This design comes from an exercise in tuning for small area and a short achievable clock period on the open sky130 flow, not from production work. The RTL was checked by simulation tests, not by an equivalence proof against the original design. Power is estimated from default activity; no workload was simulated.

==> inputs of trial 38 <==
==> flow/design.v (excerpt) <==
module ALU_TOP #(parameter width_top = 16) (A, B, ALU_FUN,
    CLK,RST,
    ARITH_OUT,
    LOGIC_OUT,
    CMP_OUT,
    SHIFT_OUT,
    CARRY_OUT,
    ARITH_FLAG_OUT,
    LOGIC_FLAG_OUT,
    CMP_FLAG_OUT,
    SHIFT_FLAG_OUT
    );
Settings: LEC_CHECK=0, CAP_MARGIN=20, CORE_MARGIN=2, CORE_UTILIZATION=60, GPL_TIMING_DRIVEN=1, PLACE_DENSITY=0.72, SLEW_MARGIN=20, SYNTH_HIERARCHICAL=1; clock period 130.0 ns.
standard.sh (not shown) runs the stock make flow with config.mk's settings and CLKGATE_MAP_FILE= SYNTH_SCRIPT=/design/flow/synth_recipe.tcl, a recipe that flattens the netlist after the stock synthesis.
==> flow/flow/run.sh <==
#!/bin/bash
# Own layout flow: the standard flow (standard.sh) with two changes made
# through the environment the ORFS scripts read:
#  - the port buffers are sky130_fd_sc_hd__buf_1 instead of the flow's
#    default choice (every input and output port still gets its buffer);
#  - repair_timing aims for 89 ns of setup slack instead of 0, so that it
#    sizes up and buffers the longest paths (the SDC is unchanged).
# The make run's whole output goes to flow_make.log in this folder; ORFS keeps
# each step's full log under orfs/logs/.
set -euo pipefail
export BUFFER_PORTS_ARGS="-buffer_cell sky130_fd_sc_hd__buf_1"
export SETUP_SLACK_MARGIN=89
bash standard.sh > flow_make.log 2>&1
==> trial 39: changes against trial 38 <==
ABC_AREA = 1   (was not set)
GPL_TIMING_DRIVEN = not set   (was 1)
==> trial 74: changes against trial 38 <==
==> flow/flow/run.sh (replaced) <==
#!/bin/bash
# Own layout flow: the standard flow (standard.sh) with two changes made
# through the environment the ORFS scripts read:
#  - the port buffers are sky130_fd_sc_hd__buf_1 instead of the flow's
#    default choice (every input and output port still gets its buffer);
#  - repair_timing aims for 90 ns of setup slack instead of 0, so that it
#    sizes up and buffers the longest paths (the SDC is unchanged).
# The make run's whole output goes to flow_make.log in this folder; ORFS keeps
# each step's full log under orfs/logs/.
set -euo pipefail
export BUFFER_PORTS_ARGS="-buffer_cell sky130_fd_sc_hd__buf_1"
export SETUP_SLACK_MARGIN=90
bash standard.sh > flow_make.log 2>&1
ABC_AREA = 1   (was not set)
GPL_TIMING_DRIVEN = not set   (was 1)
==> impl_metrics.sql <==
INSERT INTO impl_metrics (metric_group, metric, value, unit) VALUES
('status', 'outcome', 'timing/DRC/antenna clean', ''),
('setup_path', 'maximum_fanout_encountered_on_the_critical_timing_path', '12', ''),
('setup_path', 'critical-path-top-cell-by-count', 'fa_1', ''),
('global_route', 'grt_max_degree', '52', ''),
('logic_synthesis', 'netlist_instances', '2125', ''),
('route', 'dr_total_vias', '14300', ''),
('pwr', 'pwr.group.clock', '0.0000149', 'W'),
('final_layout', 'final_cell_area', '0.0172', 'mm²'),
('pwr', 'worst_ir_drop_vdd', '0.0000144', 'V'),
('final_layout', 'area_of_combinational_cells_with_multiple_inputs', '0.0135', 'mm²'),
('route', 'drt-initial-drc-count', '1063', ''),
('global_route', 'grt_usage', '34.2', '%'),
('setup_path', 'cp_data_arrival_time', '13.57', 'ns'),
('setup_path', 'max_stage_delay', '0.56', 'ns'),
('die', 'die_h', '169', 'µm');
[end of results for trial 74]
==> impl_metrics.sql <==
INSERT INTO impl_metrics (metric_group, metric, value, unit) VALUES
('die', 'die_h', '169', 'µm'),
('route', 'drt-initial-drc-count', '1110', ''),
('global_route', 'grt_usage', '33.7', '%'),
('final_layout', 'area_of_combinational_cells_with_multiple_inputs', '0.0143', 'mm²'),
('setup_path', 'max_stage_delay', '0.81', 'ns'),
('status', 'outcome', 'timing/DRC/antenna clean', ''),
('setup_path', 'maximum_fanout_encountered_on_the_critical_timing_path', '24', ''),
('route', 'dr_total_vias', '13900', ''),
('global_route', 'grt_max_degree', '61', ''),
('pwr', 'worst_ir_drop_vdd', '0.0000134', 'V'),
('logic_synthesis', 'netlist_instances', '1828', ''),
('setup_path', 'critical-path-top-cell-by-count', 'a21o_1', '');
[end of results for trial 38]
==> impl_metrics.sql <==
INSERT INTO impl_metrics (metric_group, metric, value, unit) VALUES
('final_layout', 'area_of_combinational_cells_with_multiple_inputs', '0.0135', 'mm²'),
('die', 'die_h', '169', 'µm'),
('route', 'drt-initial-drc-count', '1146', ''),
('final_layout', 'multi_input_area_share', '79.7', '%'),
('pwr', 'pwr.group.clock', '0.0000148', 'W'),
('status', 'outcome', 'timing/DRC/antenna clean', ''),
('setup_path', 'cp_data_arrival_time', '14.22', 'ns'),
('setup_path', 'critical-path-top-cell-by-count', 'fa_1', ''),
('route', 'dr_total_vias', '14200', ''),
('final_layout', 'final_cell_area', '0.0169', 'mm²'),
('final_layout', 'seq_cells', '56', ''),
('timing', 'hold_viol_final', '0', ''),
('setup_path', 'max_stage_delay', '0.85', 'ns'),
('logic_synthesis', 'netlist_instances', '2125', ''),
('pwr', 'worst_ir_drop_vdd', '0.0000137', 'V'),
('global_route', 'grt_max_degree', '52', ''),
('route', 'routedWlPerCell', '18.8', 'µm'),
('setup_path', 'maximum_fanout_encountered_on_the_critical_timing_path', '21', ''),
('route', 'met2_length', '21300', 'µm');
[end of results for trial 39]

-- what the ideal ports hide --
No port has a modelled driver above. Below, the same layouts with a new extraction and two added sets of constraints. Step 1, drivers: a clkbuf_16 drives CLK and a buf_2 each remaining input, both assumed. Step 2 adds t to the input delays and takes it off the output delays; t is the mean of the earliest and latest rising clock arrival at the registers after step 1. Input paths then give back, and output paths get back, about the clock's delay inside the block. a / b / c = ideal / step 1 / step 2; a / b = the first two.
run	shift t [ns]	setup WS [ns]	cell pins on the clock port's net
trial 38	0.343	89.799 / 89.758 / 89.803	1
trial 39	0.365	89.777 / 89.725 / 90.090	1
trial 74	0.366	90.434 / 90.383 / 90.750	1
After both steps every run listed still meets setup and hold.
